This is an optimization exercise on Yosys and OpenROAD, whose aim is small area, a short achievable clock period and few clock cycles, not a production implementation.
Only simulation tests tie the RTL to the original design; equivalence was not proved.
Power is estimated from default activity; no workload was simulated.

## neural
module neural(input  logic clk, reset, run_inference,
              output logic ready,
              output logic [9:0] RAM_address,
              output logic [7:0] RAM_wd,
              output logic RAM_we,
              input  logic [7:0] RAM_rd);
Size: about 430 flip-flops, ~31 I/O pins, roughly 23000 um2 of cells after synthesis.
export LEC_CHECK = 0
export CAP_MARGIN = 20
export CORE_MARGIN = 2
export CORE_UTILIZATION = 40
export CTS_BUF_LIST = sky130_fd_sc_hd__clkbuf_16
export CTS_CLUSTER_DIAMETER = 80
export CTS_CLUSTER_SIZE = 24
export SLEW_MARGIN = 20
create_clock -name core_clock -period 20.0 [get_ports {clk}]
standard.sh (not shown) runs the stock make flow with config.mk's settings and CLKGATE_MAP_FILE= SYNTH_SCRIPT=/design/flow/synth_recipe.tcl, a recipe that flattens the netlist after the stock synthesis.
==> flow/flow/run.sh <==
#!/bin/bash
# The standard layout, with faster port buffers than buffer_ports picks by default.
set -euo pipefail
export BUFFER_PORTS_ARGS="-buffer_cell sky130_fd_sc_hd__buf_4"
bash standard.sh > make_finish.log 2>&1
The first run passed the timing, design-rule and antenna checks.
Testbench counts at the start, summed over its fixed seeds: cycles 32,766.
Change:
Settings changed: CTS_CLUSTER_DIAMETER 80 to 100, CTS_CLUSTER_SIZE 24 to 30.
What happened: The new run completed without violations; routed wire length hardly moves; worst hold slack improves by 0.010 ns; cell area shrinks by about 0.9%; global-route usage shrinks by 0.12 points; clock-buffer cell count shrinks by 6; final cell count shrinks by 0.47%; fmax grows by 0.61%; via count is about the same.

neural, a different RTL version from the one above (not shown whole).
For scale: about 2100 cells after synthesis, roughly 450 flip-flops, ~23000 µm² of cells after synthesis.
export LEC_CHECK = 0
export CAP_MARGIN = 20
export CORE_MARGIN = 2
export CORE_UTILIZATION = 40
export CTS_BUF_LIST = sky130_fd_sc_hd__clkbuf_16
export CTS_CLUSTER_DIAMETER = 100
export CTS_CLUSTER_SIZE = 30
export SLEW_MARGIN = 20
create_clock -name core_clock -period 20.0 [get_ports {clk}]
==> flow/flow/run.sh <==
#!/bin/bash
# The standard layout, with faster port buffers than buffer_ports picks by default
# and a clock tree without buffers along its trunk (root buffer, then leaf buffers).
set -euo pipefail
export BUFFER_PORTS_ARGS="-buffer_cell sky130_fd_sc_hd__buf_4"
export CTS_ARGS="-sink_clustering_enable -repair_clock_nets -sink_clustering_size 30 -sink_clustering_max_diameter 100 -buf_list sky130_fd_sc_hd__clkbuf_16 -distance_between_buffers 1000 -branching_point_buffers_distance 1000"
bash standard.sh > make_finish.log 2>&1
The first run finished with timing, DRC and antenna clean.
Testbench counts at the start, summed over its fixed seeds: cycles 33,160.
Edit:
==> flow/flow/run.sh (replaced) <==
#!/bin/bash
# The standard layout, with faster port buffers than buffer_ports picks by default.
set -euo pipefail
export BUFFER_PORTS_ARGS="-buffer_cell sky130_fd_sc_hd__buf_4"
bash standard.sh > make_finish.log 2>&1
--- a/flow/config.mk
+++ b/flow/config.mk
@@ -8,5 +8,5 @@
 export CAP_MARGIN = 20
 export CORE_MARGIN = 2
-export CORE_UTILIZATION = 40
+export CORE_UTILIZATION = 50
 export CTS_BUF_LIST = sky130_fd_sc_hd__clkbuf_16
 export CTS_CLUSTER_DIAMETER = 100
What happened: Count of clock-buffer cells in the layout rises by 1; via count rises by about 1%; wire length rises by about 2%; utilization rises by 11 points.
Edit:
--- a/flow/config.mk
+++ b/flow/config.mk
@@ -8,7 +8,7 @@
 export CAP_MARGIN = 20
 export CORE_MARGIN = 2
-export CORE_UTILIZATION = 50
+export CORE_UTILIZATION = 70
 export CTS_BUF_LIST = sky130_fd_sc_hd__clkbuf_16
-export CTS_CLUSTER_DIAMETER = 100
-export CTS_CLUSTER_SIZE = 30
+export CTS_CLUSTER_DIAMETER = 50
+export CTS_CLUSTER_SIZE = 40
 export SLEW_MARGIN = 20
Result:
- total power is higher by 8.2%
- routed wire length is lower by 4.6%
- design area went up by 2.2%
- utilization came out higher by 23 points
- via count grows by 4.2%
- worst setup slack gets better by 0.054 ns
- maximum frequency rose by 1.1%
- hold slack stays flat
- register-to-register slack hardly moves
- synthesized area does not change
Edit:
--- a/flow/config.mk
+++ b/flow/config.mk
@@ -8,7 +8,8 @@
 export CAP_MARGIN = 20
 export CORE_MARGIN = 2
-export CORE_UTILIZATION = 70
+export CORE_UTILIZATION = 40
 export CTS_BUF_LIST = sky130_fd_sc_hd__clkbuf_16
-export CTS_CLUSTER_DIAMETER = 50
-export CTS_CLUSTER_SIZE = 40
+export CTS_CLUSTER_DIAMETER = 100
+export CTS_CLUSTER_SIZE = 30
+export GPL_TIMING_DRIVEN = 0
 export SLEW_MARGIN = 20
=> The new run passed the timing, design-rule and antenna checks. Routed wire length increases by 9.9%. Flip-flop and latch count stays the same. Setup slack got worse by 0.20 ns. Total power decreases by 4.0%. Via count goes down by 1.9%. Cell area goes up by 0.74%. Global-route usage goes down by 14 points. Die area rises by 73%. Non-clock buffer count rose by 68. Worst hold slack degrades by 0.0031 ns. Count of clock-buffer cells in the layout fell by 16.

==> port drivers added, routing unchanged <==
Ports are ideal in the flow. The routed layouts listed here were re-timed in OpenROAD.
Step 1, drivers: a clkbuf_16 drives clk and a buf_2 each remaining input, both assumed.
Step 2 moves the port delays by t, midway between the first and last clock arrival at a register: inputs arrive t later, outputs are due t later. That takes back most of the time a late clock gives input paths.
Slacks: ideal / step 1 / step 2; pairs: ideal / step 1.
| run | shift t [ns] | slack for setup (ns) | clock arrival spread, ns | slew at the worst register clock pin (ns) | worst slew at a driven data input, ns |
|---|---|---|---|---|---|
| the first run of note 1 | 0.641 | 14.826 / 14.760 / 14.667 | 0.033 / 0.033 | 0.10 / 0.10 | 0.04 |
| the second run of note 1 | 0.611 | 14.858 / 14.796 / 14.657 | 0.029 / 0.029 | 0.12 / 0.12 | 0.04 |
| the first run of note 2 | 0.623 | 14.847 / 14.788 / 14.445 | 0.029 / 0.029 | 0.12 / 0.12 | 0.03 |
| the second run of note 2 | 0.627 | 14.834 / 14.775 / 14.263 | 0.040 / 0.040 | 0.12 / 0.12 | 0.03 |
| the third run of note 2 | 0.600 | 14.888 / 14.830 / 14.441 | 0.028 / 0.028 | 0.09 / 0.09 | 0.09 |
| the fourth run of note 2 | 0.641 | 14.685 / 14.723 / 14.082 | 0.044 / 0.043 | 0.12 / 0.12 | 0.03 |
After both steps setup and hold are still met in every run listed. The setup slack of the fourth run of note 2, which loses most, moves by +0.038 ns with the drivers and by -0.603 ns with both steps.
